This is an optimization exercise on Yosys and OpenROAD, whose aim is small area and few clock cycles, not a production implementation. Only simulation tests tie the RTL to the original design; equivalence was not proved. No activity file was given, so power comes from the tool's default toggle rates.

File: flow/design.v
module ahb_to_apb_bridge (
        input             HCLK,
        input             HRESETn,
        input      [31:0] HADDR,
        input      [2:0]  HSIZE,
        input      [31:0] HWDATA,
        input             HWRITE,
        output     [31:0] HRDATA,
        output            HREADY,
        output            HRESP,
        input             HSELAPB,
        output     [31:0] PADDR,
        output            PSEL,
        output reg        PENABLE,
        output            PWRITE,
        output     [7:0]  PWDATA,
        input      [7:0]  PRDATA,
        input             PREADY,
        input             PSLVERR
);
assign HRESP = PSLVERR;
reg  [31:0] s_addr;
reg  [1:0]  s_size;
reg         s_wr;
reg         dp;                  
wire acc = HSELAPB & HREADY;     
always @(posedge HCLK)
        if (acc) begin
                s_addr <= HADDR;
                s_size <= HSIZE[1:0];
                s_wr   <= HWRITE;
        end
reg  [31:0] f_addr [0:7];
reg  [7:0]  f_d0 [0:7];          
reg  [7:0]  f_d1 [0:7];
reg  [7:0]  f_d2 [0:7];
reg  [7:0]  f_d3 [0:7];
reg         f_word [0:7];        
reg  [3:0]  wptr;
reg  [3:0]  rptr;
reg  f_empty;                    
wire f_full  = (wptr[3] != rptr[3]) && (wptr[2:0] == rptr[2:0]);
wire [7:0]  rsel = 8'd1 << rptr[2:0];
reg  [31:0] h_addr;
reg  [31:0] h_data;
reg         h_word;
integer j;
always @(*) begin
        h_addr = 32'd0;
        h_data = 32'd0;
        h_word = 1'b0;
        for (j = 0; j < 8; j = j + 1) begin
                h_addr = h_addr | ({32{rsel[j]}} & f_addr[j]);
                h_data = h_data | ({32{rsel[j]}} & {f_d3[j], f_d2[j], f_d1[j], f_d0[j]});
                h_word = h_word | (rsel[j] & f_word[j]);
        end
end
reg  [1:0]  beat;
reg         psel_r;
wire        rd_now   = HSELAPB & ~HWRITE & ~psel_r & ~dp & f_empty & HRESETn;
assign PSEL = psel_r | rd_now;
wire [31:0] src_addr = ({32{~f_empty}} & h_addr) | ({32{f_empty & dp}} & s_addr) |
                       ({32{f_empty & ~dp}} & HADDR);
wire [1:0]  h_size   = {h_word, ~h_word & h_data[31]};
wire [1:0]  src_size = f_empty ? s_size : h_size;
wire        last     = (beat == {src_size[1], src_size[1] | src_size[0]});
wire        beat_end = PENABLE & PREADY;
wire        xfer_end = beat_end & last;
wire        pop      = xfer_end & ~f_empty;
wire        rd_done  = xfer_end & f_empty;
assign HREADY = ~dp | (s_wr ? (~f_full | pop) : rd_done);
wire push = dp & s_wr & HREADY;
wire rd_st = beat_end & f_empty;
always @(posedge HCLK) begin
        if (push) begin
                f_addr[wptr[2:0]] <= s_addr;
                f_word[wptr[2:0]] <= s_size[1];
                f_d3[wptr[2:0]]   <= {s_size[1] ? HWDATA[31] : s_size[0], HWDATA[30:24]};
        end
        if (push | rd_st & (beat == 2'd0)) f_d0[wptr[2:0]] <= push ? HWDATA[7:0]   : PRDATA;
        if (push | rd_st & (beat == 2'd1)) f_d1[wptr[2:0]] <= push ? HWDATA[15:8]  : PRDATA;
        if (push | rd_st & (beat == 2'd2)) f_d2[wptr[2:0]] <= push ? HWDATA[23:16] : PRDATA;
end
assign PADDR  = src_addr + {30'd0, beat};
assign PWRITE = ~f_empty | (dp ? s_wr : HWRITE);
assign PWDATA = ({8{f_empty}} & HWDATA[7:0]) |
                ({8{~f_empty & (beat == 2'd0)}} & h_data[7:0]) |
                ({8{~f_empty & (beat == 2'd1)}} & h_data[15:8]) |
                ({8{~f_empty & (beat == 2'd2)}} & h_data[23:16]) |
                ({8{~f_empty & (beat == 2'd3)}} & h_data[31:24]);
wire [3:0] wptr_n = wptr + {3'd0, push};
wire [3:0] rptr_n = rptr + {3'd0, pop};
wire dp_next = acc | (dp & ~HREADY);
wire one    = (rptr + 4'd1 == wptr);           
wire more    = dp_next | push | ~f_empty & ~(pop & one);    
always @(posedge HCLK or negedge HRESETn)
        if (!HRESETn) begin
                dp      <= 1'b0;
                f_empty <= 1'b1;
                wptr    <= 4'd0;
                rptr    <= 4'd0;
                psel_r  <= 1'b0;
                PENABLE <= 1'b0;
                beat    <= 2'd0;
        end else begin
                dp <= dp_next;
                f_empty <= f_empty ? ~push : (pop & one & ~push);
                wptr <= wptr_n;
                rptr <= rptr_n;
                if (!psel_r) begin
                        psel_r  <= more;
                        PENABLE <= rd_now;
                        beat    <= 2'd0;
                end else if (!PENABLE) begin
                        PENABLE <= 1'b1;
                end else if (PREADY) begin
                        PENABLE <= 1'b0;
                        if (last) begin
                                psel_r <= more;
                                beat <= 2'd0;
                        end else
                                beat <= beat + 2'd1;
                end
        end
assign HRDATA = {PRDATA, h_data[23:16],
                 (beat == 2'd1) ? PRDATA : h_data[15:8],
                 (beat == 2'd0) ? PRDATA : h_data[7:0]};
endmodule
File: flow/flow/run.sh
#!/bin/bash
# The standard layout (standard.sh), with plain buf_2 cells as the port buffers.
export BUFFER_PORTS_ARGS="-buffer_cell sky130_fd_sc_hd__buf_2"
bash standard.sh > standard.log 2>&1
File: flow/standard.sh
#!/bin/bash
# synth_recipe.tcl (not shown) runs the flow's synth.tcl, then flattens the netlist and writes it again
# the make line also repeats each setting of config.mk as NAME=value (left out here)
make -C /OpenROAD-flow-scripts/flow DESIGN_CONFIG=/design/flow/config.mk WORK_HOME=/design/flow/orfs CLKGATE_MAP_FILE= SYNTH_SCRIPT=/design/flow/synth_recipe.tcl "${@:-finish}"
File: flow/config.mk
export PLATFORM = sky130hd
export DESIGN_NAME = ahb_to_apb_bridge
export DESIGN_NICKNAME = ahb_to_apb_bridge
export VERILOG_FILES = /design/flow/design.v
export SDC_FILE = /design/flow/constraint.sdc
export NUM_CORES = 4
export LEC_CHECK = 0
export CAP_MARGIN = 20
export CORE_MARGIN = 2
export CORE_UTILIZATION = 40
export CTS_CLUSTER_DIAMETER = 60
export CTS_CLUSTER_SIZE = 30
export SLEW_MARGIN = 20
File: flow/constraint.sdc
create_clock -name core_clock -period 6.0 [get_ports {HCLK}]
set_input_delay 1.2000 -clock core_clock [delete_from_list [all_inputs] [get_ports {HCLK}]]
set_output_delay 1.2000 -clock core_clock [all_outputs]
set_load 0.01 [all_outputs]
==> results of run 1 <==
[cells in the final DEF (no fill, tap or decap), types with 27 or more instances in the layout]
cell       count
a22oi_1       48
clkbuf_16     37
a222oi_1      52
mux2_2        64
a221oi_1      63
a21oi_1       36
nor2_1        44
buf_4         33
mux2i_1       57
nand3_1       27
o21ai_0       34
nand2_1       42
edfxtp_1     555
buf_2        154
[per-stage QoR]
stage	hold WS [ps]	util (%)	total power [mW]	cell area [sq um]	cells
2_1_floorplan	466	-	8.87	23600	1408
3_3_place_gp	482	43.3	10.8	25100	2259
3_5_place_dp	491	43.3	10.8	25100	2259
4_1_cts	497	45.4	13.5	26300	2325
5_1_grt	530	45.5	14.1	26300	2327
6_report	500	45.5	13.4	26300	2327
[routing by layer]
metal	up-vias	wire (um)	global-route usage, %	part of all wire [%]
met4	0	1080	4.89	1.8
li1	6055	-	-	-
met2	587	29100	32.6	48
met3	64	4240	2.59	6.9
met1	7080	26800	28.8	44
met5	-	0	0	0
[worst max-delay path by stage]
| stage | cells after the start | end | start |
|---|---|---|---|
| finish | 16 | PADDR[28] | rptr[1]$_DFF_PN0_ |
| global route | 15 | PADDR[28] | rptr[1]$_DFF_PN0_ |
| CTS | 16 | PADDR[28] | rptr[1]$_DFF_PN0_ |
| detailed placement | 16 | PADDR[28] | rptr[1]$_DFF_PN0_ |
| global placement | 16 | PADDR[28] | rptr[1]$_DFF_PN0_ |
| floorplan | 21 | PADDR[28] | rptr[2]$_DFF_PN0_ |
[report_power, final]
| part | switching, mW | internal, mW |
|---|---|---|
| clock | 1.41 | 1.29 |
| sequential | 0.253 | 5.01 |
| combinational | 3.51 | 1.96 |
[worst reg2reg max path, delay by kind of cell (launching register included)]
family	cells	cell delay, ps
AO/OA/AOI/OAI	6	1680
adder cells (fa/ha/maj)	1	280
buffers and inverters	3	1100
flip-flops	1	480
AND/OR/NAND/NOR	1	840
[cell type report]
| cell class | count | share of cell area (%) |
|---|---|---|
| Sequential cell | 569 | 64.7 |
| Multi-Input combinational cell | 717 | 22.4 |
| Timing Repair Buffer | 194 | 4.40 |
| Tap cell | 765 | 3.64 |
| Clock buffer | 40 | 3.56 |
| Clock inverter | 26 | 1.11 |
| Inverter | 16 | 0.228 |
[synth_stat cells, drive strengths merged, types with 8 or more instances]
cell type	instances
o21a	8
mux2	70
nor2	52
a22oi	49
a221oi	64
ha	16
a21oi	37
buf	78
dfrtp	13
inv	16
o211ai	10
a22o	12
o22ai	26
a221o	23
o21ai	40
clkbuf	28
mux2i	57
xor2	21
edfxtp	555
xnor2	22
nor3	16
a222oi	52
nand3	30
nand2	42
[flip-flops by register name (all words and copies together), names as in the netlist]
register,count
f_addr,256
f_d0,64
f_d1,64
f_d2,64
f_d3,64
s_addr,32
f_word,8
rptr,4
wptr,4
beat,2
s_size,2
PENABLE,1
dp,1
f_empty,1
psel_r,1
s_wr,1
[logic make-up after synthesis]
logic type,after synthesis
AOI/OAI and AO/OA,353
DFF,569
xor gates and xnor gates,43
muxes,127
adders and majority gates,17
buffers and inverters,122
and+or+nand+nor,177
[timing repair]
item,4_1_cts,5_1_grt
resized for setup,0,2
buffers inserted,0,2
setup endpoints to repair,0,3
hold buffers,0,0
==> results.tsv, run 1 <==
metric	value	unit
status	complete, no violations	
cap_violations	0	
drtIter0Drc	1453	
power_density	510	mW/mm^2
clock_tree.root_cell	clkbuf_16	
worst_slack	364	ps
seqCellArea	0.0170	sq mm
synthTopCellsByArea	edfxtp_1, mux2_2, mux2i_1	
synth-warning-count	1	
ys_types	80	
first_pass_iters	6	
clock_insertion_delay_worst_skew	590	ps
synth_fp_nets	1506	
via_count	13800	
place.gp.congestion	0.795	
hp-start	rptr[3]$_DFF_PN0_	
critical_path_class	flip-flop to primary output	
setup_viol	0	
leakagePower	8.57	nW
r2r_end	f_d2[1][5]$_DFFE_PP_	
worstMarginPinSlew	1030	ps
place_hpwl	36.1	mm
ys_ff_latch	569	
dieArea	0.0608	sq mm
ant_nets	0	
routed_wl	61.3	mm
num_antenna_cells	0	
grt_max_degree	97	
hp-class	flip-flop to flip-flop	
cts_tree	built	
die-width	247	um
fin_crit_sh	93.9	%
yosysSeqAreaShare	72.3	%
layout-drive-gt1-share	24.2	%
cp_num_buf_inv	3	
multi_input_comb_area	0.00590	sq mm
coreArea	0.0579	sq mm
cpPeakStageDelay	480	ps
reg2reg_from	rptr[1]$_DFF_PN0_	
crit_path_end_kind	primary output	
reg2reg_depth	11	
totalNegativeSetupSlack	0	ps
cts_buffers	36	
cts.htree.levels	2	
path_max_fanout	25	
cts_buffer_depth	3	
crit_arrival	4440	ps
rsz0062_at_grt	no	
rows	88	
synth-simple-area-share	3.94	%
r2r_slack	1220	ps
synth_top_area_share	70.8	%
slew_headroom	30.9	%
viasPerCell	5.92	
area_growth	11.8	%
grt.total_usage	20.1	%
clkTransAtPathRegs	80	ps
hold_viol_final	0	
min_period	5640	ps
synth_compound_area_share	12.3	%
cpMaxStageDelayCell	dfrtp_1	
start_kind	flip-flop	
grt_pass1_wl	90.1	mm
clkSinkCount	569	
io_pins	158	
ir_drop	303	uV
synthCells	1408	
async_flop_share	2.46	%
worstHoldPathCells	1	
n_fill_cell	5076	
synth_xor_area_share	1.60	%
crit_required	4800	ps
io_buffers	154	
syn-cell-area	0.0236	sq mm
synth_mux_area_share	5.87	%
wl_per_cell	26.3	um
netlist.top_cell.by_area	edfxtp_1	
first_global_vias	13600	
drc_errors	0	
cp_common_cell	nand2_1	
antenna_found_initial	0	
nets	1632	
cp_top_family	simple AND/OR/NAND/NOR gates	
grt_overflow	0	
ys.flop_type	edfxtp_1	
whs_endpoint	rptr[3]$_DFF_PN0_	
start_util	40.7	%
avgSynthCellArea	16.7	sq um
slew_viol_final	0	
yosys.area_share.adder	0.935	%
synth_top_family_by_area	compound AO/OA/AOI/OAI gates	
synth-edff-count	555	
dieHeight	247	um
max_freq	177	MHz
skew	37.9	ps
place_worst_setup_slack	895	ps
cp_cell_sequence	inv_1, ha_4, nor2b_2, nand2_1, nand2_1, nor3_1, a21oi_1, ha_1, fa_1, o211ai_2, a2111oi_2, buf_4, nand3_2, nor4_2, xnor2_1, buf_2	
Testbench counts, summed over its fixed seeds: cycles 32,537.
==> run 2: changes to the inputs <==
==> flow/flow/run.sh (replaced) <==
#!/bin/bash
# The standard layout (standard.sh), with plain buf_1 cells as the port buffers.
export BUFFER_PORTS_ARGS="-buffer_cell sky130_fd_sc_hd__buf_1"
bash standard.sh > standard.log 2>&1
--- a/flow/config.mk
+++ b/flow/config.mk
@@ -7,7 +7,7 @@
 export LEC_CHECK = 0
 export CAP_MARGIN = 20
 export CORE_MARGIN = 2
-export CORE_UTILIZATION = 40
-export CTS_CLUSTER_DIAMETER = 60
+export CORE_UTILIZATION = 60
+export CTS_CLUSTER_DIAMETER = 120
 export CTS_CLUSTER_SIZE = 30
 export SLEW_MARGIN = 20
==> results.tsv, run 2 <==
metric	value	unit	change
path_max_fanout	93		+270%
layout-drive-gt1-share	12.2	%	-12 points
start_util	60.8	%	+20 points
avgSynthCellArea	16.7	sq um	unchanged
max_freq	174	MHz	-1.9%
die-width	202	um	-18%
crit_arrival	4550	ps	+110 ps
ys_types	80		unchanged
grt.total_usage	28.1	%	+8.0 points
synth_xor_area_share	1.60	%	unchanged
synth_fp_nets	1506		unchanged
rows	72		-18%
syn-cell-area	0.0236	sq mm	unchanged
ant_nets	0		unchanged
cts_buffers	22		-39%
slew_headroom	33.4	%	+2.5 points
synth-edff-count	555		unchanged
final_common_cell	edfxtp_1		
totalNegativeSetupSlack	0	ps	unchanged
synth_most_common_cell	edfxtp_1		
netlist.top_cell.by_area	edfxtp_1		
power_density	491	mW/mm^2	-3.8%
fin_crit_sh	95.8	%	+1.8 points
clkTransAtPathRegs	120	ps	+40 ps
cts_buffer_depth	3		unchanged
area_growth	7.11	%	
coreArea	0.0387	sq mm	-33%
rsz0062_at_grt	no		
io_pins	158		unchanged
grt_max_degree	104		+7.2%
largest_reg_flops	256		unchanged
skew	17.2	ps	-20.7 ps
grt_overflow	0		unchanged
synth_mux_area_share	5.87	%	unchanged
drtIter0Drc	1439		-0.96%
cts.htree.levels	1		-1
worstMarginPinSlew	995	ps	-36.8 ps
place_hpwl	34.2	mm	-5.5%
first_pass_iters	6		unchanged
ir_drop	326	uV	+7.5%
netlist_top_cells_count	edfxtp_1, mux2_2, a221oi_1		
grt_use_met1	40.9	%	+12 points
start_kind	flip-flop		
crit_path_end_kind	primary output		
ys.flop_type	edfxtp_1		
met2_usage	46.1	%	+14 points
clock_insertion_delay_worst_skew	570	ps	-20 ps
hold_viol_final	0		unchanged
cts_tree	built		
leakagePower	7.85	nW	-8.3%
synth_compound_area_share	12.3	%	unchanged
clock_tree.root_cell	clkbuf_16		
io_buffers	154		unchanged
slew_viol_final	0		unchanged
hp-class	flip-flop to flip-flop		
place.gp.congestion	0.833		+4.8%
power	12.4	mW	-7.8%
met3_usage	3.74	%	+1.1 points
synth_top_family_by_area	compound AO/OA/AOI/OAI gates		
async_flop_share	2.46	%	unchanged
min_period	5750	ps	+111 ps
yosysSeqAreaShare	72.3	%	unchanged
grt_pass1_wl	85.7	mm	-4.8%
viasPerCell	6.61		+12%
dieArea	0.0409	sq mm	-33%
yosys.area_share.adder	0.935	%	unchanged
first_global_vias	13400		-1.7%
critical_path_class	flip-flop to primary output		
dieHeight	202	um	-18%
drc_errors	0		unchanged
final_cell_mix	edfxtp_1, buf_1, mux2_2		
cap_violations	0		unchanged
synth_top_area_share	70.8	%	unchanged
synth-simple-area-share	3.94	%	unchanged
crit_required	4800	ps	about the same
synth-warning-count	1		unchanged
synthTopCellsByArea	edfxtp_1, mux2_2, mux2i_1		
setup_viol	0		unchanged
busiest_layer	met2		
via_count	13600		-1.4%
status	complete, no violations		
routed_wl	57.8	mm	-5.7%
synthCells	1408		unchanged
clkSinkCount	569		unchanged
antenna_found_initial	2		+2
ys_ff_latch	569		unchanged
nets	1619		-0.80%
wl_per_cell	28.1	um	+6.7%
[run 2: cell counts after synthesis]
Identical to the previous run, type by type.
[run 2: timing repair]
item	in CTS	in global routing
endpoints found under the setup margin	0	9
buffers inserted	0	3
resized for setup	0	0
endpoints found under the hold margin	0	0
hold buffers	0	0
[run 2: area by class of cell]
type                    count  area, sq um
diodes                      1         2.50
clock buffers              40          639
fillers                  2776        13500
inverters                  16         60.1
multi-input cells         717         5890
flip-flops and latches    569        17000
well taps                 518          648
repair buffers            195          968
[run 2: critical path, cell delays in order, from the launching register on]
cell and delay (ps):
dfrtp_1 480, inv_1 190, ha_4 440, buf_12 460, a22oi_1 130, o21ai_1 190
o22ai_1 230, nor4_4 600, nand3_4 250, nor4b_2 370, xor2_1 330, buf_1 200
[run 2: kinds of logic (layout without fill, tap and decap cells)]
kind of cell | count (synthesis) | in the layout
xor gates and xnor gates | 43 | 43
and+or+nand+nor | 177 | 177
adders and majority gates | 17 | 17
AOI/OAI and AO/OA | 353 | 353
other | 0 | 1
buffers and inverters | 122 | 251
muxes | 127 | 127
DFF | 569 | 569
[run 2: per-stage QoR]
stage / hold WS, ps / cells / worst slack [ps] / instance area [sq um] / util, %
3_3_place_gp: 482 / 2012 / 710 / 24600 / 63.4
3_5_place_dp: 483 / 2012 / 715 / 24600 / 63.4
2_1_floorplan: 466 / 1408 / 436 / 23600 / -
6_report: 503 / 2056 / 253 / 25200 / 65.1
4_1_cts: 503 / 2052 / 73.0 / 25200 / 65.0
5_1_grt: 524 / 2055 / 36.1 / 25200 / 65.1
[run 2: power by group]
part           total, mW  switching [mW]  internal [mW]  leakage (nW)
sequential          5.27           0.268           5.00          5.20
combinational       5.24            3.42           1.82          2.35
clock               1.87            1.14          0.735         0.304
[run 2: worst paths after layout]
check	start	to	slack (ps)	cells after the start
worst max-delay path	rptr[1]$_DFF_PN0_	PADDR[31]	250	11
worst min-delay path	rptr[3]$_DFF_PN0_	rptr[3]$_DFF_PN0_	500	1
worst max register to register	rptr[1]$_DFF_PN0_	f_d2[2][2]$_DFFE_PP_	1270	11
worst min register to register	rptr[3]$_DFF_PN0_	rptr[3]$_DFF_PN0_	500	1
max in group asynchronous	HRESETn	rptr[2]$_DFF_PN0_	4670	1
min in group asynchronous	HRESETn	psel_r$_DFF_PN0_	710	1
[run 2: per-layer routing]
| layer | vias up | wire length (um) |
|---|---|---|
| met5 | - | 7 |
| met4 | 2 | 1200 |
| met3 | 77 | 4400 |
| met2 | 602 | 27800 |
| met1 | 6919 | 24400 |
| li1 | 5994 | - |
==> run 3: changes to the inputs <==
--- a/flow/config.mk
+++ b/flow/config.mk
@@ -7,7 +7,7 @@
 export LEC_CHECK = 0
 export CAP_MARGIN = 20
 export CORE_MARGIN = 2
-export CORE_UTILIZATION = 60
+export CORE_UTILIZATION = 40
 export CTS_CLUSTER_DIAMETER = 120
 export CTS_CLUSTER_SIZE = 30
 export SLEW_MARGIN = 20
==> results.tsv, run 3 <==
metric	value	unit	change
antenna_found_initial	0		-2
wl_per_cell	26.4	um	-6.0%
cts.htree.levels	1		unchanged
area_growth	8.48	%	
leakagePower	7.84	nW	-0.19%
crit_required	4800	ps	about the same
place_hpwl	35.5	mm	+3.9%
grt_pass1_wl	88.5	mm	+3.2%
max_freq	177	MHz	+2.0%
cp_cell_sequence	inv_1, ha_4, nor2b_2, buf_4, nand2_1, nand2_1, nor3_1, a21oi_1, ha_1, fa_1, o211ai_2, a2111oi_2, buf_4, nand3_2, nor3_1, xnor2_1, buf_1		
slew_viol_final	0		unchanged
cts_tree	built		
crit_arrival	4440	ps	-110 ps
min_period	5640	ps	-111 ps
netlist_top_cells_count	edfxtp_1, mux2_2, a221oi_1		
crit_cells	17		+6
placedCellCount	2253		+12%
path_max_fanout	14		-85%
cap_violations	0		unchanged
synth-warning-count	1		unchanged
crit_path_end_kind	primary output		
cpPeakStageDelay	490	ps	-110 ps
syn-cell-area	0.0236	sq mm	unchanged
critical_path_class	flip-flop to primary output		
cpMaxStageDelayCell	dfrtp_1		
yosysSeqAreaShare	72.3	%	unchanged
routed_wl	60.6	mm	+5.0%
synth-edff-count	555		unchanged
synth_most_common_cell	edfxtp_1		
reg2reg_depth	11		unchanged
grt.total_usage	19.6	%	-8.6 points
clock_insertion_delay_worst_skew	580	ps	about the same
post_layout_nonfiller_instances	2297		+12%
met2_usage	31.6	%	-15 points
met3_usage	3.25	%	-0.50 points
final_common_cell	edfxtp_1		
avgSynthCellArea	16.7	sq um	unchanged
slew_headroom	29.0	%	-4.4 points
rsz0062_at_grt	no		
hold_viol_final	0		unchanged
ant_nets	0		unchanged
clkTransAtPathRegs	120	ps	about the same
clkSinkCount	569		unchanged
drc_errors	0		unchanged
synth_top_area_share	70.8	%	unchanged
skew	20.8	ps	+3.57 ps
start_util	40.7	%	-20 points
hp-class	flip-flop to flip-flop		
io_pins	158		unchanged
start_kind	flip-flop		
largest_reg_flops	256		unchanged
dieArea	0.0608	sq mm	+49%
via_count	13600		+0.18%
status	complete, no violations		
power_density	489	mW/mm^2	-0.29%
nets	1614		-0.31%
clock_tree.root_cell	clkbuf_16		
dieHeight	247	um	+22%
first_global_vias	13200		-0.80%
ir_drop	294	uV	-9.9%
grt_use_met1	28.0	%	-13 points
fin_crit_sh	93.9	%	-1.8 points
layout-drive-gt1-share	12.1	%	-0.16 points
cp_top_family	simple AND/OR/NAND/NOR gates		
ys.flop_type	edfxtp_1		
die-width	247	um	+22%
io_buffers	154		unchanged
worstMarginPinSlew	1050	ps	+58.7 ps
totalNegativeSetupSlack	0	ps	unchanged
setup_viol	0		unchanged
cts_buffer_depth	3		unchanged
ys_types	80		unchanged
ys_ff_latch	569		unchanged
grt_max_degree	119		+14%
netlist.top_cell.by_area	edfxtp_1		
drtIter0Drc	1500		+4.2%
cp_num_buf_inv	4		+1
first_pass_iters	6		unchanged
num_antenna_cells	0		-1
busiest_layer	met2		
synth_fp_nets	1506		unchanged
cts_buffers	22		unchanged
viasPerCell	5.93		-10%
grt_overflow	0		unchanged
final_cell_mix	edfxtp_1, buf_1, mux2_2		
synthTopCellsByArea	edfxtp_1, mux2_2, mux2i_1		
synthCells	1408		unchanged
coreArea	0.0579	sq mm	+50%
cts_hold_buf	0		unchanged
async_flop_share	2.46	%	unchanged
place.gp.congestion	0.793		-4.8%
rows	88		+22%
n_fill_cell	5179		+87%
worstHoldPathCells	1		unchanged
==> run 3: where the power goes <==
part | switching (mW) | internal [mW] | total [mW] | leakage [nW]
Clock | 1.14 | 0.736 | 1.88 | 0.304
Sequential | 0.247 | 5.01 | 5.25 | 5.20
Combinational | 3.55 | 1.83 | 5.38 | 2.34
Total | 4.93 | 7.57 | 12.5 | 7.84
==> run 3: final timing paths <==
path	start	endpoint	slack (ps)
worst max register to register	rptr[0]$_DFF_PN0_	f_d2[1][5]$_DFFE_PP_	1060
worst min-delay path	rptr[3]$_DFF_PN0_	rptr[3]$_DFF_PN0_	500
max in group asynchronous	HRESETn	rptr[2]$_DFF_PN0_	4580
min in group asynchronous	HRESETn	rptr[1]$_DFF_PN0_	740
worst min register to register	rptr[3]$_DFF_PN0_	rptr[3]$_DFF_PN0_	500
worst max-delay path	rptr[1]$_DFF_PN0_	PADDR[26]	360
==> run 3: repair_timing <==
| action | CTS | global route |
|---|---|---|
| buffers inserted | 0 | 4 |
| resized for setup | 0 | 3 |
| endpoints found under the setup margin | 0 | 13 |
==> run 3: per-layer routing <==
| metal | part of all wire [%] | wire [um] |
|---|---|---|
| met2 | 46 | 28100 |
| met3 | 7.8 | 4730 |
| met5 | 0 | 0 |
| met4 | 2.0 | 1200 |
| met1 | 44 | 26600 |
==> run 3: logic make-up after synthesis <==
logic type / count (synthesis) / share of synthesized area (%)
buf+inv: 122 / 3.15
flops: 569 / 72.3
compound gates: 353 / 12.3
simple gates: 177 / 3.94
xor+xnor: 43 / 1.60
mux: 127 / 5.87
fa+ha+maj: 17 / 0.935
==> run 3: cell type report <==
cell class,count,area (sq um),area share (%)
Timing Repair Buffer,190,972,3.81
Tap cell,765,957,3.75
Sequential cell,569,17000,66.6
Inverter,16,60.1,0.235
Clock buffer,40,639,2.50
Multi-Input combinational cell,717,5900,23.1
==> run 3: metrics by stage <==
step | hold slack, ps | cell area [sq um] | util [%] | total power [mW] | worst slack [ps]
finish | 503 | 25500 | 44.1 | 12.5 | 363
global route | 552 | 25500 | 44.1 | 13.1 | 50.5
CTS | 502 | 25500 | 44.0 | 12.5 | 107
detailed placement | 484 | 24900 | 42.9 | 10.7 | 792
global placement | 482 | 24900 | 42.9 | 10.6 | 818
floorplan | 466 | 23600 | - | 8.87 | 436
==> run 4: changes to the inputs <==
==> flow/flow/run.sh (replaced) <==
#!/bin/bash
# The standard layout (standard.sh) with two changes:
#  - synthesis maps the logic with flow/abc_area.script (area-oriented ABC
#    mapping without ABC's own buffering and gate sizing; OpenROAD repairs
#    timing and slew later in the flow as usual);
#  - the port buffers are plain buf_1 cells.
set -e
mkdir -p scripts
for f in "$FLOW_HOME"/scripts/*; do ln -sf "$f" scripts/; done
rm -f scripts/abc_area.script
cp flow/abc_area.script scripts/abc_area.script
export SCRIPTS_DIR="$PWD/scripts"
export ABC_AREA=1
export BUFFER_PORTS_ARGS="-buffer_cell sky130_fd_sc_hd__buf_1"
bash standard.sh > standard.log 2>&1
==> flow/flow/abc_area.script (new file) <==
strash
&get -n
&st
&dc2
&syn2
&dch
&nf -R 1000
&put
topo
==> results.tsv, run 4 <==
metric	value	unit	change
rsz0062_at_grt	yes		
synth-simple-area-share	6.51	%	+2.6 points
clock_insertion_delay_worst_skew	580	ps	about the same
worst_slack	192	ps	-172 ps
cp_top_family	simple AND/OR/NAND/NOR gates		
hold_viol_final	0		unchanged
synth_top_area_share	76.5	%	+5.7 points
multi_input_comb_area	0.00490	sq mm	-17%
viasPerCell	5.87		-0.94%
crit_required	4800	ps	about the same
ir_drop	336	uV	+15%
hp-class	flip-flop to flip-flop		
synth_xor_area_share	1.73	%	+0.13 points
cap_violations	0		unchanged
status	complete, no violations		
drc_errors	0		unchanged
dieHeight	237	um	-3.7%
async_flop_share	2.46	%	unchanged
post_layout_nonfiller_instances	2253		-1.9%
worstMarginPinSlew	860	ps	-194 ps
io_pins	158		unchanged
netlist_top_cells_count	edfxtp_1, nand2_1, a222oi_1		
wl_per_cell	26.2	um	-0.70%
leakagePower	7.86	nW	+0.31%
ys_ff_latch	569		unchanged
area_growth	14.1	%	
synth-warning-count	1		unchanged
min_period	5810	ps	+172 ps
synthCells	1284		-8.8%
path_max_fanout	8		-6
synthTopCellsByArea	edfxtp_1, a222oi_1, a22oi_1		
ys_types	42		-48%
crit_arrival	4610	ps	+170 ps
cts.htree.levels	1		unchanged
synth_top_family_by_area	compound AO/OA/AOI/OAI gates		
critical_path_class	flip-flop to primary output		
via_count	13200		-2.8%
start_util	40.5	%	-0.17 points
max_freq	172	MHz	-3.0%
ant_nets	0		unchanged
cpPeakStageDelay	460	ps	-30 ps
start_kind	flip-flop		
grt_overflow	0		unchanged
synth_fp_nets	1382		-8.2%
synth_mux_area_share	1.71	%	-4.2 points
coreArea	0.0538	sq mm	-7.1%
n_fill_cell	4703		-9.2%
final_cell_mix	edfxtp_1, buf_1, nand2_1		
placedCellCount	2191		-2.8%
rows	85		-3.4%
cpMaxStageDelayCell	dfrtp_2		
synth-edff-count	555		unchanged
place_worst_setup_slack	214	ps	-578 ps
clkSinkCount	569		unchanged
avgSynthCellArea	17.0	sq um	+1.5%
crit_path_end_kind	primary output		
r2r_slack	1070	ps	about the same
antenna_found_initial	4		+4
first_global_vias	13300		+0.030%
die-width	237	um	-3.7%
seqCellArea	0.0170	sq mm	unchanged
yosysSeqAreaShare	78.1	%	+5.8 points
largest_reg_flops	256		unchanged
place.gp.congestion	0.862		+8.7%
cts_buffers	22		unchanged
power_density	476	mW/mm^2	-2.8%
cp_num_buf_inv	3		-1
first_pass_iters	6		unchanged
synth_most_common_cell	edfxtp_1		
totalNegativeSetupSlack	0	ps	unchanged
slew_headroom	42.1	%	+13 points
nets	1637		+1.4%
slew_viol_final	0		unchanged
dieArea	0.0564	sq mm	-7.4%
skew	19.7	ps	-1.10 ps
grt_max_degree	50		-58%
final_common_cell	edfxtp_1		
netlist.top_cell.by_area	edfxtp_1		
clkTransAtPathRegs	120	ps	about the same
ys.flop_type	edfxtp_1		
syn-cell-area	0.0218	sq mm	-7.5%
cts_buffer_depth	3		unchanged
yosys.area_share.adder	1.01	%	+0.076 points
layout-drive-gt1-share	10.2	%	-1.9 points
synth_compound_area_share	10.4	%	-1.8 points
setup_viol	0		unchanged
cts_tree	built		
cp_cell_sequence	buf_4, ha_4, nor2b_4, a222oi_1, nand3_1, nor2_4, a21oi_2, ha_1, a21oi_1, nor4_2, buf_4, nand4_1, or3_4, nor2_4, and3_4, nand2_2, nor3_4, xnor2_1, buf_2		
drtIter0Drc	1606		+7.1%
io_buffers	154		unchanged
fin_crit_sh	96.8	%	+2.9 points
grt.total_usage	20.4	%	+0.85 points
clock_tree.root_cell	clkbuf_16		
routed_wl	59.1	mm	-2.6%
grt_pass1_wl	85.0	mm	-4.0%
cts_hold_buf	0		unchanged
place_hpwl	35.3	mm	-0.59%
==> run 4: cell count changes after synthesis, moves of 21 or more <==
| cell | change |
|---|---|
| a222oi_1 | +48 |
| mux2_2 | -64 |
| a221oi_1 | -42 |
| mux2i_1 | -30 |
| clkbuf_1 | -28 |
| nand2_1 | +95 |
| buf_4 | -21 |
| a21oi_1 | -21 |
| a22oi_1 | +31 |
==> run 4: cell families (layout without fill, tap and decap cells) <==
kind of cell / Yosys count / count (layout)
buffers and inverters: 21 / 292
and+or+nand+nor: 315 / 315
DFF: 569 / 569
AOI/OAI and AO/OA: 283 / 283
xor gates and xnor gates: 43 / 43
other: 0 / 2
muxes: 36 / 36
adders and majority gates: 17 / 17
==> run 4: power breakdown <==
group / internal (mW) / switching (mW)
registers: 5.01 / 0.238
logic: 1.55 / 3.17
clock network: 0.736 / 1.13
==> run 4: stage by stage <==
step,cell area [sq um],hold slack [ps],util (%),total power [mW]
2_1_floorplan,21800,466,-,7.87
3_3_place_gp,23900,482,44.3,9.77
3_5_place_dp,23900,483,44.3,9.82
4_1_cts,24600,504,45.7,11.7
5_1_grt,24900,512,46.2,12.4
6_report,24900,499,46.2,11.8
==> run 4: path summary, 6_finish.rpt <==
kind	to	from	cells past startpoint
max	PADDR[31]	rptr[0]$_DFF_PN0_	19
min	rptr[3]$_DFF_PN0_	rptr[3]$_DFF_PN0_	1
max reg2reg	f_d2[1][2]$_DFFE_PP_	rptr[1]$_DFF_PN0_	18
min reg2reg	rptr[3]$_DFF_PN0_	rptr[3]$_DFF_PN0_	1
max in group asynchronous	f_empty$_DFF_PN1_	HRESETn	2
min in group asynchronous	rptr[1]$_DFF_PN0_	HRESETn	2
==> run 4: what timing repair did <==
item                       CTS  global route
gates cloned                 1             1
resized for setup           19            30
pin swaps                    1            12
setup buffers                3            15
setup endpoints to repair   12            10
==> run 4: final cells by class <==
| type | instances | area share [%] |
|---|---|---|
| Antenna cell | 2 | 0.0201 |
| Inverter | 12 | 0.181 |
| Multi-Input combinational cell | 694 | 19.7 |
| Tap cell | 696 | 3.50 |
| Sequential cell | 569 | 68.5 |
| Clock buffer | 40 | 2.57 |
| Timing Repair Buffer | 240 | 5.56 |
==> run 4: routing by layer <==
| layer | vias to the layer above | GRT usage [%] | share of wire [%] |
|---|---|---|---|
| li1 | 5851 | - | - |
| met1 | 6724 | 27.8 | 42 |
| met2 | 577 | 33.9 | 48 |
| met3 | 76 | 3.88 | 7.7 |
| met4 | 4 | 5.09 | 2.1 |
| met5 | - | 0 | 0.034 |
==> run 5: changes to the inputs <==
--- a/flow/design.v
+++ b/flow/design.v
@@ -36,11 +36,11 @@
 reg  [7:0]  f_d2 [0:7];
 reg  [7:0]  f_d3 [0:7];
 reg         f_word [0:7];        
-reg  [3:0]  wptr;
-reg  [3:0]  rptr;
+reg  [2:0]  wptr;                
+reg  [7:0]  rsel;                
 reg  f_empty;                    
-wire f_full  = (wptr[3] != rptr[3]) && (wptr[2:0] == rptr[2:0]);
-wire [7:0]  rsel = 8'd1 << rptr[2:0];
+wire [7:0] wsel = 8'd1 << wptr;
+wire f_full  = ~f_empty & |(rsel & wsel);
 reg  [31:0] h_addr;
 reg  [31:0] h_data;
 reg         h_word;
@@ -73,13 +73,13 @@
 wire rd_st = beat_end & f_empty;
 always @(posedge HCLK) begin
         if (push) begin
-                f_addr[wptr[2:0]] <= s_addr;
-                f_word[wptr[2:0]] <= s_size[1];
-                f_d3[wptr[2:0]]   <= {s_size[1] ? HWDATA[31] : s_size[0], HWDATA[30:24]};
+                f_addr[wptr] <= s_addr;
+                f_word[wptr] <= s_size[1];
+                f_d3[wptr]   <= {s_size[1] ? HWDATA[31] : s_size[0], HWDATA[30:24]};
         end
-        if (push | rd_st & (beat == 2'd0)) f_d0[wptr[2:0]] <= push ? HWDATA[7:0]   : PRDATA;
-        if (push | rd_st & (beat == 2'd1)) f_d1[wptr[2:0]] <= push ? HWDATA[15:8]  : PRDATA;
-        if (push | rd_st & (beat == 2'd2)) f_d2[wptr[2:0]] <= push ? HWDATA[23:16] : PRDATA;
+        if (push | rd_st & (beat == 2'd0)) f_d0[wptr] <= push ? HWDATA[7:0]   : PRDATA;
+        if (push | rd_st & (beat == 2'd1)) f_d1[wptr] <= push ? HWDATA[15:8]  : PRDATA;
+        if (push | rd_st & (beat == 2'd2)) f_d2[wptr] <= push ? HWDATA[23:16] : PRDATA;
 end
 assign PADDR  = src_addr + {30'd0, beat};
 assign PWRITE = ~f_empty | (dp ? s_wr : HWRITE);
@@ -88,25 +88,23 @@
                 ({8{~f_empty & (beat == 2'd1)}} & h_data[15:8]) |
                 ({8{~f_empty & (beat == 2'd2)}} & h_data[23:16]) |
                 ({8{~f_empty & (beat == 2'd3)}} & h_data[31:24]);
-wire [3:0] wptr_n = wptr + {3'd0, push};
-wire [3:0] rptr_n = rptr + {3'd0, pop};
 wire dp_next = acc | (dp & ~HREADY);
-wire one    = (rptr + 4'd1 == wptr);           
+wire one    = |(rsel & {wsel[0], wsel[7:1]});   
 wire more    = dp_next | push | ~f_empty & ~(pop & one);    
 always @(posedge HCLK or negedge HRESETn)
         if (!HRESETn) begin
                 dp      <= 1'b0;
                 f_empty <= 1'b1;
-                wptr    <= 4'd0;
-                rptr    <= 4'd0;
+                wptr    <= 3'd0;
+                rsel    <= 8'd1;
                 psel_r  <= 1'b0;
                 PENABLE <= 1'b0;
                 beat    <= 2'd0;
         end else begin
                 dp <= dp_next;
                 f_empty <= f_empty ? ~push : (pop & one & ~push);
-                wptr <= wptr_n;
-                rptr <= rptr_n;
+                if (push) wptr <= wptr + 3'd1;
+                if (pop)  rsel <= {rsel[6:0], rsel[7]};
                 if (!psel_r) begin
                         psel_r  <= more;
                         PENABLE <= rd_now;
==> results.tsv, run 5 <==
metric	value	unit	change
crit_arrival	4540	ps	-70 ps
die-width	237	um	-0.29%
crit_path_end_kind	primary output		
ys.flop_type	edfxtp_1		
hold_viol_final	0		unchanged
leakagePower	7.30	nW	-7.2%
io_pins	158		unchanged
netlist_top_cells_count	edfxtp_1, a22oi_1, nand2_1		
critical_path_class	flip-flop to primary output		
via_count	13200		-0.23%
dieArea	0.0560	sq mm	-0.57%
synthCells	1248		-2.8%
r2r_slack	970	ps	-100 ps
first_pass_iters	6		unchanged
coreArea	0.0537	sq mm	-0.20%
r2r_end	f_d0[1][6]$_DFFE_PP_		
routed_wl	58.6	mm	-0.79%
netlist.top_cell.by_area	edfxtp_1		
cts_buffers	23		+4.5%
reg2reg_depth	16		-2
met3_usage	3.25	%	-0.63 points
totalNegativeSetupSlack	0	ps	unchanged
status	complete, no violations		
rows	85		unchanged
met2_usage	34.0	%	+0.037 points
grt_max_degree	69		+38%
hp-class	input port to asynchronous set/reset pin		
final_common_cell	edfxtp_1		
critPathCapture	PADDR[29]		
grt_overflow	0		unchanged
place_worst_setup_slack	162	ps	-51.5 ps
grt_use_met1	29.1	%	+1.4 points
synth-warning-count	1		unchanged
synth-edff-count	555		unchanged
io_buffers	154		unchanged
async_flop_share	2.97	%	+0.51 points
syn-cell-area	0.0217	sq mm	-0.58%
layout-drive-gt1-share	7.70	%	-2.5 points
first_global_vias	13000		-1.6%
cts_tree	built		
ys_types	42		unchanged
cts.htree.levels	1		unchanged
power	7.34	mW	-38%
path_max_fanout	4		-4
synthTopCellsByArea	edfxtp_1, a22oi_1, a222oi_1		
antenna_found_initial	2		-2
start_util	40.3	%	-0.16 points
busiest_layer	met2		
start_kind	flip-flop		
crit_required	4800	ps	about the same
largest_reg_flops	256		unchanged
place_area	0.0236	sq mm	-1.1%
synth_most_common_cell	edfxtp_1		
worst_slack	263	ps	+71.3 ps
dieHeight	237	um	-0.29%
drc_errors	0		unchanged
power_density	301	mW/mm^2	-37%
ir_drop	202	uV	-40%
final_cell_mix	edfxtp_1, buf_1, a22oi_1		
synth_top_area_share	76.9	%	+0.45 points
ant_nets	0		unchanged
setup_viol	0		unchanged
nets	1571		-4.0%
slew_headroom	21.5	%	-21 points
worstMarginPinSlew	1180	ps	+318 ps
cpPeakStageDelay	460	ps	about the same
place.gp.congestion	0.810		-6.0%
clock_tree.root_cell	clkbuf_16		
grt.total_usage	20.5	%	+0.12 points
viasPerCell	6.03		+2.6%
fin_crit_sh	95.6	%	-1.2 points
skew	23.8	ps	+4.09 ps
final_design_area_no_fill	0.0244	sq mm	-1.9%
wl_per_cell	26.8	um	+2.1%
ys_ff_latch	572		+0.53%
area_growth	12.6	%	
yosysSeqAreaShare	78.9	%	+0.81 points
clkSinkCount	572		+0.53%
cp_cell_sequence	a22o_1, a221oi_2, a31oi_1, a221o_1, ha_1, a21oi_1, nor2_1, nand2_1, or3_4, or3_4, nor4_2, buf_4, nand2_1, nor3_2, buf_4, nand2_1, xor2_1, clkbuf_2		
reg2reg_from	rsel[7]$_DFFE_PN0P_		
clock_insertion_delay_worst_skew	580	ps	about the same
min_period	5740	ps	-71.3 ps
cts_buffer_depth	3		unchanged
synth_fp_nets	1342		-2.9%
place_hpwl	34.1	mm	-3.5%
slew_viol_final	0		unchanged
num_antenna_cells	0		-2
cp_common_cell	nand2_1		
startpoint	rsel[2]$_DFFE_PN0P_		
drtIter0Drc	1744		+8.6%
max_freq	174	MHz	+1.2%
clkTransAtPathRegs	110	ps	about the same
avgSynthCellArea	17.4	sq um	+2.3%
cap_violations	0		unchanged
cpMaxStageDelayCell	dfrtp_2		
grt_pass1_wl	85.6	mm	+0.80%
## run 5: report_power, final
group          switching, mW  total, mW  internal, mW
clock network           1.17       1.92         0.751
logic                  0.506      0.648         0.142
registers              0.110       4.77          4.66
## run 5: final cells by class
class | instances | area (sq um)
multi-input combinational | 659 | 4590
clock inverter | 3 | 37.5
tap | 696 | 871
sequential | 572 | 17100
fill | 4647 | 29300
timing repair buffer | 213 | 1110
clock buffer | 39 | 636
inverter | 8 | 33.8
## run 5: kinds of logic (layout without fill, tap and decap cells)
| kind of cell | after synthesis | in the layout | share of synthesized area (%) |
|---|---|---|---|
| XOR/XNOR | 33 | 33 | 1.33 |
| buffers and inverters | 17 | 263 | 0.450 |
| AND/OR/NAND/NOR | 239 | 239 | 4.79 |
| multiplexers | 9 | 9 | 0.468 |
| adder cells (fa/ha/maj) | 13 | 13 | 0.785 |
| flip-flops | 572 | 572 | 78.9 |
| AO/OA/AOI/OAI | 365 | 365 | 13.3 |
## run 5: how the worst min path moves through the flow
stage,start,endpoint,slack (ps),cells after the start
after detailed placement,psel_r$_DFF_PN0_,PENABLE$_DFF_PN0_,580,1
after global routing,HRESETn,rsel[2]$_DFFE_PN0P_,590,2
final,HRESETn,rsel[5]$_DFFE_PN0P_,580,2
after CTS,HRESETn,rsel[2]$_DFFE_PN0P_,570,2
after global placement,psel_r$_DFF_PN0_,PENABLE$_DFF_PN0_,580,1
after floorplan,psel_r$_DFF_PN0_,PENABLE$_DFF_PN0_,460,1
## run 5: stage by stage
| step | utilization [%] | hold WS, ps | instances |
|---|---|---|---|
| 2_1_floorplan | - | 462 | 1248 |
| 3_3_place_gp | 43.9 | 576 | 2143 |
| 5_1_grt | 45.4 | 586 | 2190 |
| 6_report | 45.4 | 584 | 2190 |
| 3_5_place_dp | 43.9 | 578 | 2143 |
| 4_1_cts | 45.2 | 570 | 2186 |
## run 5: worst max-delay path: cells and delay by family (launching register included)
kind	cells	cell delay (ps)
compound gates	5	910
xor+xnor	1	140
fa+ha+maj	1	290
simple gates	8	1630
buf+inv	3	510
flops	1	460
## run 5: metal layers
layer	up-vias	share of wire, %
met1	6786	42
li1	5737	-
met2	608	48
met3	67	8.2
met5	-	0.029
met4	4	1.7
## run 5: repair_timing
| action | CTS | global route |
|---|---|---|
| setup endpoints to repair | 9 | 9 |
| gates resized for setup | 2 | 11 |
| buffers inserted | 1 | 3 |
| pin swaps | 1 | 1 |
| gates cloned | 0 | 1 |
| hold buffers | 0 | 0 |
Testbench counts of run 5, summed over its fixed seeds: cycles 32,537.
==> run 6: changes to the inputs <==
==> flow/flow/run.sh (replaced) <==
#!/bin/bash
# The standard layout (standard.sh) with two changes:
#  - synthesis maps the logic with flow/abc_area.script (area-oriented ABC
#    mapping without ABC's own buffering and gate sizing; OpenROAD repairs
#    timing and slew later in the flow as usual);
#  - the port buffers are plain buf_1 cells;
#  - clock tree synthesis inserts no dummy loads.
set -e
mkdir -p scripts
for f in "$FLOW_HOME"/scripts/*; do ln -sf "$f" scripts/; done
rm -f scripts/abc_area.script
cp flow/abc_area.script scripts/abc_area.script
export SCRIPTS_DIR="$PWD/scripts"
export ABC_AREA=1
export CTS_ARGS="-sink_clustering_enable -repair_clock_nets -sink_clustering_size 30 -sink_clustering_max_diameter 120 -dont_use_dummy_load"
export BUFFER_PORTS_ARGS="-buffer_cell sky130_fd_sc_hd__buf_1"
bash standard.sh > standard.log 2>&1
--- a/flow/config.mk
+++ b/flow/config.mk
@@ -10,4 +10,5 @@
 export CORE_UTILIZATION = 40
 export CTS_CLUSTER_DIAMETER = 120
 export CTS_CLUSTER_SIZE = 30
+export GPL_TIMING_DRIVEN = 0
 export SLEW_MARGIN = 20
==> results.tsv, run 6 <==
metric	value	unit	change
reg2reg_from	rsel[0]$_DFFE_PN1P_		
die-width	237	um	unchanged
grt.total_usage	21.6	%	+1.1 points
wl_per_cell	28.3	um	+5.8%
hold_slack	562	ps	-22.0 ps
ys_ff_latch	572		unchanged
place_hpwl	36.2	mm	+6.2%
drtIter0Drc	1872		+7.3%
leakagePower	7.64	nW	+4.7%
synth-edff-count	555		unchanged
slew_headroom	25.8	%	+4.3 points
clock_insertion_delay_worst_skew	590	ps	about the same
status	complete, no violations		
netlist.top_cell.by_area	edfxtp_1		
critical_path_class	flip-flop to primary output		
hold_viol_final	0		unchanged
reg2reg_depth	18		+2
dieArea	0.0560	sq mm	unchanged
final_design_area_no_fill	0.0252	sq mm	+3.3%
start_kind	flip-flop		
rows	85		unchanged
largest_reg_flops	256		unchanged
r2r_end	f_addr[2][17]$_DFFE_PP_		
ys.flop_type	edfxtp_1		
path_max_fanout	32		+28
place.gp.congestion	0.790		-2.5%
clkTransAtPathRegs	120	ps	about the same
avgSynthCellArea	17.4	sq um	unchanged
io_buffers	155		+0.65%
r2r_slack	980	ps	about the same
yosysSeqAreaShare	78.9	%	unchanged
clkSinkCount	572		unchanged
drc_errors	0		unchanged
rsz0062_at_grt	yes		
place_area	0.0240	sq mm	+1.7%
routed_wl	62.0	mm	+5.9%
start_util	40.3	%	unchanged
worstMarginPinSlew	1110	ps	-64.9 ps
totalNegativeSetupSlack	0	ps	unchanged
synth_top_area_share	76.9	%	unchanged
cpPeakStageDelay	610	ps	+150 ps
ys_types	42		unchanged
synth-warning-count	1		unchanged
synth_most_common_cell	edfxtp_1		
grt_max_degree	41		-41%
first_global_vias	13100		+0.22%
syn-cell-area	0.0217	sq mm	unchanged
ant_nets	0		unchanged
power	7.28	mW	-0.86%
crit_path_end_kind	primary output		
synthTopCellsByArea	edfxtp_1, a22oi_1, a222oi_1		
via_count	13600		+2.9%
cp_common_cell	buf_4		
cpMaxStageDelayCell	dfrtp_4		
async_flop_share	2.97	%	unchanged
cap_violations	0		unchanged
coreArea	0.0537	sq mm	unchanged
final_common_cell	edfxtp_1		
layout-drive-gt1-share	9.63	%	+1.9 points
final_cell_mix	edfxtp_1, buf_1, a22oi_1		
n_fill_cell	4534		-2.4%
slew_viol_final	0		unchanged
grt_overflow	0		unchanged
hp-class	input port to asynchronous set/reset pin		
clock_tree.root_cell	clkbuf_16		
max_freq	170	MHz	-2.6%
power_density	289	mW/mm^2	-4.1%
io_pins	158		unchanged
num_antenna_cells	0		unchanged
crit_required	4800	ps	about the same
setup_viol	0		unchanged
area_growth	16.3	%	
fin_crit_sh	98.1	%	+2.5 points
netlist_top_cells_count	edfxtp_1, a22oi_1, nand2_1		
crit_arrival	4690	ps	+150 ps
ir_drop	188	uV	-6.6%
cp_cell_sequence	buf_12, a22oi_1, a31oi_1, a221o_1, buf_4, buf_4, fa_2, nand2_1, or3_4, or4_4, nor4_4, buf_4, nand2_1, nor2_2, nand3b_1, xnor2_1, clkbuf_2		
seqCellArea	0.0171	sq mm	+0.10%
dieHeight	237	um	unchanged
cts_buffers	23		unchanged
viasPerCell	6.20		+2.9%
synthCells	1248		unchanged
cts.htree.levels	1		unchanged
cts_tree	built		
grt_pass1_wl	89.7	mm	+4.7%
min_period	5890	ps	+151 ps
cts_buffer_depth	3		unchanged
multi_input_comb_area	0.00466	sq mm	+1.6%
first_pass_iters	9		+3
nets	1591		+1.3%
synth_fp_nets	1342		unchanged
skew	70.8	ps	+47.0 ps
antenna_found_initial	2		unchanged
-- run 6: cell counts after synthesis --
No cell type changed its count.
-- run 6: worst max path at each step --
stage / start / end
after global routing: f_empty$_DFF_PN1_ / PADDR[30]
after floorplan: f_empty$_DFF_PN1_ / PADDR[31]
after CTS: rsel[0]$_DFFE_PN1P_ / PADDR[30]
after detailed placement: f_empty$_DFF_PN1_ / PADDR[31]
after global placement: rsel[1]$_DFFE_PN0P_ / f_addr[0][11]$_DFFE_PP_
final: rsel[1]$_DFFE_PN0P_ / PADDR[30]
-- run 6: cell type report --
class                   count  share of cell area [%]
multi-input cells         659                    18.5
repair buffers            224                    7.40
plain buffers               9                   0.268
flip-flops and latches    572                    68.0
well taps                 696                    3.46
inverters                   8                   0.124
clock buffers              23                    2.28
-- run 6: power breakdown --
part / internal [mW] / switching, mW
registers: 4.66 / 0.108
logic: 0.175 / 0.513
clock network: 0.692 / 1.13
total: 5.53 / 1.75
-- run 6: through the flow --
step	std cells	worst slack [ps]	utilization [%]
floorplan	1248	48.9	-
global placement	2099	-4120	43.1
detailed placement	2130	-1410	44.7
CTS	2182	5.24	46.6
global route	2191	-30.0	46.9
finish	2191	112	46.9
-- run 6: critical path, delay by kind of cell (launching register included) --
kind | cells | cell delay (ps)
xor gates and xnor gates | 1 | 190
and+or+nand+nor | 7 | 1730
DFF | 1 | 610
buffers and inverters | 5 | 830
AOI/OAI and AO/OA | 3 | 480
adders and majority gates | 1 | 230
-- run 6: timing repair --
action	in CTS	in global routing
hold buffers	0	0
pin swaps	4	5
cloned	1	2
setup endpoints to repair	24	8
gates resized for setup	14	12
endpoints found under the hold margin	0	0
setup buffers	28	7
-- run 6: cells by family (layout without fill, tap and decap cells) --
kind of cell	count (synthesis)	count (layout)	share of synthesized area, %
AOI/OAI and AO/OA	365	365	13.3
buffers and inverters	17	264	0.450
and+or+nand+nor	239	239	4.79
xor gates and xnor gates	33	33	1.33
adders and majority gates	13	13	0.785
muxes	9	9	0.468
DFF	572	572	78.9
-- run 6: layer usage --
metal,routed length (um),global-route usage (%),up-vias
met5,24,0,-
met4,1580,5.24,4
met1,25500,30.6,7015
met2,29500,35.1,704
met3,5380,3.63,89
li1,-,-,5777
==> run 7: changes to the inputs <==
--- a/flow/config.mk
+++ b/flow/config.mk
@@ -10,5 +10,4 @@
 export CORE_UTILIZATION = 40
 export CTS_CLUSTER_DIAMETER = 120
 export CTS_CLUSTER_SIZE = 30
-export GPL_TIMING_DRIVEN = 0
 export SLEW_MARGIN = 20
==> results.tsv, run 7 <==
metric	value	unit	change
ir_drop	199	uV	+5.6%
netlist_top_cells_count	edfxtp_1, a22oi_1, nand2_1		
cts.htree.levels	1		unchanged
wl_per_cell	26.9	um	-4.8%
synth-edff-count	555		unchanged
hold_viol_final	0		unchanged
first_global_vias	13000		-0.44%
synth_fp_nets	1342		unchanged
num_antenna_cells	0		unchanged
placedCellCount	2143		+0.61%
via_count	13200		-3.1%
netlist.top_cell.by_area	edfxtp_1		
ant_nets	0		unchanged
cp_common_cell	nand2_1		
area_growth	12.1	%	
fin_crit_sh	95.7	%	-2.4 points
coreArea	0.0537	sq mm	unchanged
cts_buffers	23		unchanged
cap_violations	0		unchanged
hp-class	input port to asynchronous set/reset pin		
min_period	5740	ps	-144 ps
critical_path_class	flip-flop to primary output		
async_flop_share	2.97	%	unchanged
status	complete, no violations		
hold_slack	585	ps	+23.6 ps
drtIter0Drc	1746		-6.7%
place_hpwl	34.1	mm	-5.9%
final_cell_mix	edfxtp_1, buf_1, a22oi_1		
crit_required	4800	ps	about the same
n_fill_cell	4657		+2.7%
first_pass_iters	8		-1
synth_top_area_share	76.9	%	unchanged
cp_cell_sequence	a22o_1, a221oi_2, a31oi_1, a221o_1, ha_1, a21oi_1, nor2_1, nand2_1, or3_4, or3_4, nor4_2, buf_4, nand2_1, nor3_2, buf_4, nand2_1, xor2_1, clkbuf_2		
leakagePower	7.26	nW	-5.0%
path_max_fanout	4		-88%
cts_buffer_depth	3		unchanged
cpPeakStageDelay	460	ps	-150 ps
synthTopCellsByArea	edfxtp_1, a22oi_1, a222oi_1		
cts_tree	built		
grt.total_usage	20.5	%	-1.1 points
viasPerCell	6.06		-2.2%
slew_headroom	20.2	%	-5.6 points
crit_path_end_kind	primary output		
power	7.22	mW	-0.74%
cpMaxStageDelayCell	dfrtp_2		
avgSynthCellArea	17.4	sq um	unchanged
start_kind	flip-flop		
post_layout_nonfiller_instances	2171		-0.91%
slew_viol_final	0		unchanged
final_common_cell	edfxtp_1		
worstMarginPinSlew	1200	ps	+83.7 ps
synth-warning-count	1		unchanged
clock_tree.root_cell	clkbuf_16		
synthCells	1248		unchanged
drc_errors	0		unchanged
crit_arrival	4540	ps	-150 ps
antenna_found_initial	2		unchanged
max_freq	174	MHz	+2.5%
cp_top_family	simple AND/OR/NAND/NOR gates		
grt_pass1_wl	85.6	mm	-4.6%
clkTransAtPathRegs	110	ps	about the same
clkSinkCount	572		unchanged
grt_overflow	0		unchanged
nets	1571		-1.3%
setup_viol	0		unchanged
layout-drive-gt1-share	7.59	%	-2.0 points
largest_reg_flops	256		unchanged
ys.flop_type	edfxtp_1		
cp_num_buf_inv	3		-2
dieHeight	237	um	unchanged
rows	85		unchanged
die-width	237	um	unchanged
ys_ff_latch	572		unchanged
dieArea	0.0560	sq mm	unchanged
io_buffers	154		-0.65%
place.gp.congestion	0.810		+2.6%
routed_wl	58.5	mm	-5.7%
ys_types	42		unchanged
synth_most_common_cell	edfxtp_1		
skew	45.2	ps	-25.6 ps
io_pins	158		unchanged
syn-cell-area	0.0217	sq mm	unchanged
grt_max_degree	69		+68%
power_density	297	mW/mm^2	+3.0%
clock_insertion_delay_worst_skew	580	ps	about the same
yosysSeqAreaShare	78.9	%	unchanged
start_util	40.3	%	unchanged
## run 7: cell counts after synthesis
Identical to the previous run, type by type.
## run 7: layer usage
layer	vias up	GRT usage, %	part of all wire [%]
met5	-	0	0.029
met4	4	3.55	1.8
met3	69	3.24	7.9
met2	602	34.0	48
met1	6769	29.0	42
li1	5719	-	-
## run 7: layout make-up
class | count | area [sq um] | area share [%]
Clock buffer | 23 | 576 | 2.37
Inverter | 8 | 33.8 | 0.139
Multi-Input combinational cell | 659 | 4590 | 18.9
Sequential cell | 572 | 17100 | 70.4
Tap cell | 696 | 871 | 3.59
Timing Repair Buffer | 213 | 1110 | 4.57
## run 7: worst register-to-register path: stages (launching register included)
cell and delay [ps]:
dfrtp_2 400, buf_4 490, buf_4 610, a22oi_1 160
nand3_1 150, nor2_1 50, a221oi_1 300, o21ai_0 120
a21o_1 180, or2_0 270, clkinv_1 90, o21ai_0 70
nand2_1 110, a21oi_1 100, nor2_2 480, a31oi_1 230
nor2_1 820
## run 7: power by group
part / internal, mW / total, mW / switching, mW
combinational: 0.142 / 0.648 / 0.505
clock: 0.693 / 1.80 / 1.11
sequential: 4.66 / 4.77 / 0.109
## run 7: final timing paths
check	from	end	slack [ps]	depth (start not counted)
worst max-delay path	rsel[2]$_DFFE_PN0P_	PADDR[29]	260	18
min in group core_clock	psel_r$_DFF_PN0_	PENABLE$_DFF_PN0_	610	1
worst min register to register	psel_r$_DFF_PN0_	PENABLE$_DFF_PN0_	610	1
max in group asynchronous	HRESETn	f_empty$_DFF_PN1_	5100	2
worst min-delay path	HRESETn	rsel[5]$_DFFE_PN0P_	590	2
worst max register to register	rsel[7]$_DFFE_PN0P_	f_d0[1][4]$_DFFE_PP_	970	16
## run 7: through the flow
| step | worst slack, ps | utilization, % | instance area, sq um | TNS, ps |
|---|---|---|---|---|
| 2_1_floorplan | 48.9 | - | 21700 | 0 |
| 3_3_place_gp | 126 | 43.9 | 23600 | 0 |
| 3_5_place_dp | 162 | 43.9 | 23600 | 0 |
| 4_1_cts | 15.4 | 45.0 | 24200 | 0 |
| 5_1_grt | -13.2 | 45.2 | 24300 | -16.4 |
| 6_report | 256 | 45.2 | 24300 | 0 |
## run 7: kinds of logic after synthesis
logic type               share of synthesized area (%)
XOR/XNOR                                          1.33
flip-flops                                        78.9
adder cells (fa/ha/maj)                          0.785
AO/OA/AOI/OAI                                     13.3
buffers and inverters                            0.450
AND/OR/NAND/NOR                                   4.79
multiplexers                                     0.468
## run 7: repair_timing
item | 4_1_cts | 5_1_grt
buffers inserted | 1 | 3
resized for setup | 2 | 11
pin swaps | 1 | 1
hold buffers | 0 | 0
cloned | 0 | 1
setup endpoints to repair | 7 | 9
==> run 8: changes to the inputs <==
--- a/flow/config.mk
+++ b/flow/config.mk
@@ -7,7 +7,7 @@
 export LEC_CHECK = 0
 export CAP_MARGIN = 20
 export CORE_MARGIN = 2
-export CORE_UTILIZATION = 40
+export CORE_UTILIZATION = 55
 export CTS_CLUSTER_DIAMETER = 120
 export CTS_CLUSTER_SIZE = 30
 export SLEW_MARGIN = 20
==> results.tsv, run 8 <==
metric	value	unit	change
status	complete, no violations		
nets	1579		+0.51%
ant_nets	0		unchanged
synth_top_area_share	76.9	%	unchanged
clkSinkCount	572		unchanged
dieArea	0.0410	sq mm	-27%
grt_pass1_wl	84.1	mm	-1.8%
drc_errors	0		unchanged
cts_buffers	23		unchanged
clock_tree.root_cell	clkbuf_16		
hold_slack	576	ps	-9.48 ps
syn-cell-area	0.0217	sq mm	unchanged
netlist_top_cells_count	edfxtp_1, a22oi_1, nand2_1		
post-route-util	62.2	%	+17 points
min_period	5740	ps	-0.486 ps
grt_max_degree	69		unchanged
hold_viol_final	0		unchanged
combPwrFrac	8.8	%	-0.2 points
skew	70.7	ps	+25.4 ps
routed_wl	57.4	mm	-1.9%
seqPwrFrac	66.2	%	about the same
synth_most_common_cell	edfxtp_1		
ys_ff_latch	572		unchanged
largest_reg_flops	256		unchanged
area_growth	11.2	%	
ys_types	42		unchanged
drtIter0Drc	1372		-21%
max_freq	174	MHz	about the same
ir_drop	222	uV	+12%
r2r_slack	680	ps	-290 ps
cts.htree.levels	1		unchanged
io_buffers	154		unchanged
final_cell_mix	edfxtp_1, buf_1, a22oi_1		
synth-warning-count	1		unchanged
yosysSeqAreaShare	78.9	%	unchanged
async_flop_share	2.97	%	unchanged
crit_required	4800	ps	about the same
start_kind	flip-flop		
io_pins	158		unchanged
rows	72		-15%
grt.total_usage	27.8	%	+7.3 points
power_density	299	mW/mm^2	+0.51%
synth_fp_nets	1342		unchanged
synthCells	1248		unchanged
power	7.20	mW	-0.29%
coreArea	0.0387	sq mm	-28%
place.gp.congestion	0.971		+20%
viasPerCell	6.60		+8.9%
crit_path_end_kind	primary output		
slew_headroom	35.0	%	+15 points
internal_power	5.50	mW	about the same
critical_path_class	flip-flop to primary output		
synth-edff-count	555		unchanged
setup_viol	0		unchanged
clock_insertion_delay_worst_skew	570	ps	about the same
avgSynthCellArea	17.4	sq um	unchanged
path_max_fanout	4		unchanged
grt_overflow	0		unchanged
worstMarginPinSlew	972	ps	-224 ps
via_count	13200		+0.40%
num_antenna_cells	0		unchanged
synthTopCellsByArea	edfxtp_1, a22oi_1, a222oi_1		
start_util	55.9	%	+16 points
p_sw	1.71	mW	-1.1%
cts_buffer_depth	3		unchanged
place_hpwl	33.0	mm	-3.2%
antenna_found_initial	0		-2
leakagePower	7.31	nW	+0.73%
rsz0062_at_grt	no		
die-width	202	um	-14%
clkTransAtPathRegs	110	ps	about the same
layout-drive-gt1-share	8.16	%	+0.57 points
cap_violations	0		unchanged
switching_share	23.7	%	-0.19 points
first_global_vias	12800		-1.9%
cts_tree	built		
n_fill_cell	2980		-36%
crit_arrival	4540	ps	about the same
hp-class	input port to asynchronous set/reset pin		
final_common_cell	edfxtp_1		
slew_viol_final	0		unchanged
wl_per_cell	28.7	um	+6.5%
totalNegativeSetupSlack	0	ps	unchanged
dieHeight	202	um	-14%
ys.flop_type	edfxtp_1		
first_pass_iters	5		-3
netlist.top_cell.by_area	edfxtp_1		
fin_crit_sh	95.7	%	about the same
p_clk_share	24.9	%	about the same
==> run 8: cell count changes in the layout (fill, tap and decap cells not counted), sizes merged <==
cell and change:
buf +8, clkinv +1, clkinvlp -1
==> run 8: critical path, stage by stage (launching register included) <==
cell      delay, ps
dfrtp_2         460
a22o_1          230
a221oi_2        200
a31oi_1         140
a221o_1         310
ha_1            280
a21oi_1          80
nor2_1          100
nand2_1         100
or3_4           370
or3_4           450
nor4_2          250
buf_4           180
nand2_2         110
nor3_4          290
buf_4           150
xnor2_1         100
buf_1           160
==> run 8: final cells by class <==
| cell class | instances | area [sq um] | area share (%) |
|---|---|---|---|
| inverters | 8 | 31.3 | 0.130 |
| repair buffers | 221 | 1130 | 4.69 |
| well taps | 518 | 648 | 2.69 |
| flip-flops and latches | 572 | 17100 | 71.0 |
| clock buffers | 23 | 576 | 2.39 |
| multi-input cells | 659 | 4600 | 19.1 |
==> run 8: final timing paths <==
kind                                      from                       to  depth (start not counted)
setup / recovery           rsel[2]$_DFFE_PN0P_                PADDR[27]                         17
hold / removal                         HRESETn      beat[1]$_DFFE_PN0P_                          2
setup reg to reg           rsel[1]$_DFFE_PN0P_  f_addr[2][12]$_DFFE_PP_                         17
hold reg to reg               psel_r$_DFF_PN0_        PENABLE$_DFF_PN0_                          1
max in group asynchronous              HRESETn      rsel[0]$_DFFE_PN1P_                          2
min in group core_clock       psel_r$_DFF_PN0_        PENABLE$_DFF_PN0_                          1
==> run 8: power groups by stage <==
stage | Sequential, mW | Clock (mW) | Combinational, mW
finish | 4.77 | 1.80 | 0.635
global placement | 4.85 | 0 | 0.622
CTS | 4.77 | 1.82 | 0.634
detailed placement | 4.86 | 0 | 0.634
global route | 4.79 | 1.94 | 0.687
floorplan | 4.84 | 0 | 0.334
==> run 8: stage by stage <==
stage / setup slack, ps / std cells / area (sq um)
after global routing: 0.777 / 2001 / 24100
after global placement: 128 / 1971 / 23400
final: 256 / 2001 / 24100
after floorplan: 48.9 / 1248 / 21700
after detailed placement: 66.6 / 1971 / 23400
after CTS: 10.3 / 1994 / 24000
==> run 8: timing repair <==
item / 4_1_cts / 5_1_grt
hold buffers: 0 / 0
pin swaps: 1 / 2
resized for setup: 4 / 14
cloned: 0 / 1
setup buffers: 0 / 6
endpoints found under the setup margin: 8 / 9
==> run 8: cells by family after synthesis <==
group | after synthesis | synth area share (%)
buffers and inverters | 17 | 0.450
AOI/OAI and AO/OA | 365 | 13.3
adders and majority gates | 13 | 0.785
xor gates and xnor gates | 33 | 1.33
and+or+nand+nor | 239 | 4.79
DFF | 572 | 78.9
muxes | 9 | 0.468
==> run 8: per-layer routing <==
metal  wire length (um)  GRT usage [%]  vias to the layer above
met5                  0              0                        -
met4                892           5.06                        0
met3               4280           2.66                       61
met2              28600           48.1                      604
met1              23600           39.3                     6810
li1                   -              -                     5741

==> separate check: timing with driven ports <==
The results above use ideal ports. As a check the final layouts listed here were re-extracted and re-timed, cells and wires unchanged. Step 1 (the two cells are an assumption about what drives the block):
set clk [get_ports {HCLK}]
set_driving_cell -lib_cell sky130_fd_sc_hd__clkbuf_16 $clk
set_driving_cell -lib_cell sky130_fd_sc_hd__buf_2 [delete_from_list [all_inputs] $clk]
Step 2 also shifts input and output timing later by t, the mid clock arrival at the registers, as if the neighbouring blocks saw the same clock. Slacks: ideal ports / drivers / drivers and shift; pairs: ideal ports / drivers.
| run | shift t [ns] | setup WS [ns] | worst setup path at the end |
|---|---|---|---|
| run 1 | 0.633 | 0.364 / 0.304 / 0.937 | register to output |
| run 2 | 0.617 | 0.253 / 0.198 / 0.814 | register to output |
| run 3 | 0.639 | 0.363 / 0.298 / 0.936 | register to output |
| run 4 | 0.625 | 0.192 / 0.135 / 0.760 | register to output |
| run 5 | 0.628 | 0.263 / 0.205 / 0.401 | input to output |
| run 6 | 0.610 | 0.112 / 0.055 / 0.463 | input to output |
| run 7 | 0.615 | 0.255 / 0.198 / 0.392 | input to output |
| run 8 | 0.598 | 0.256 / 0.198 / 0.512 | input to output |
After both steps every run listed still meets setup and hold.
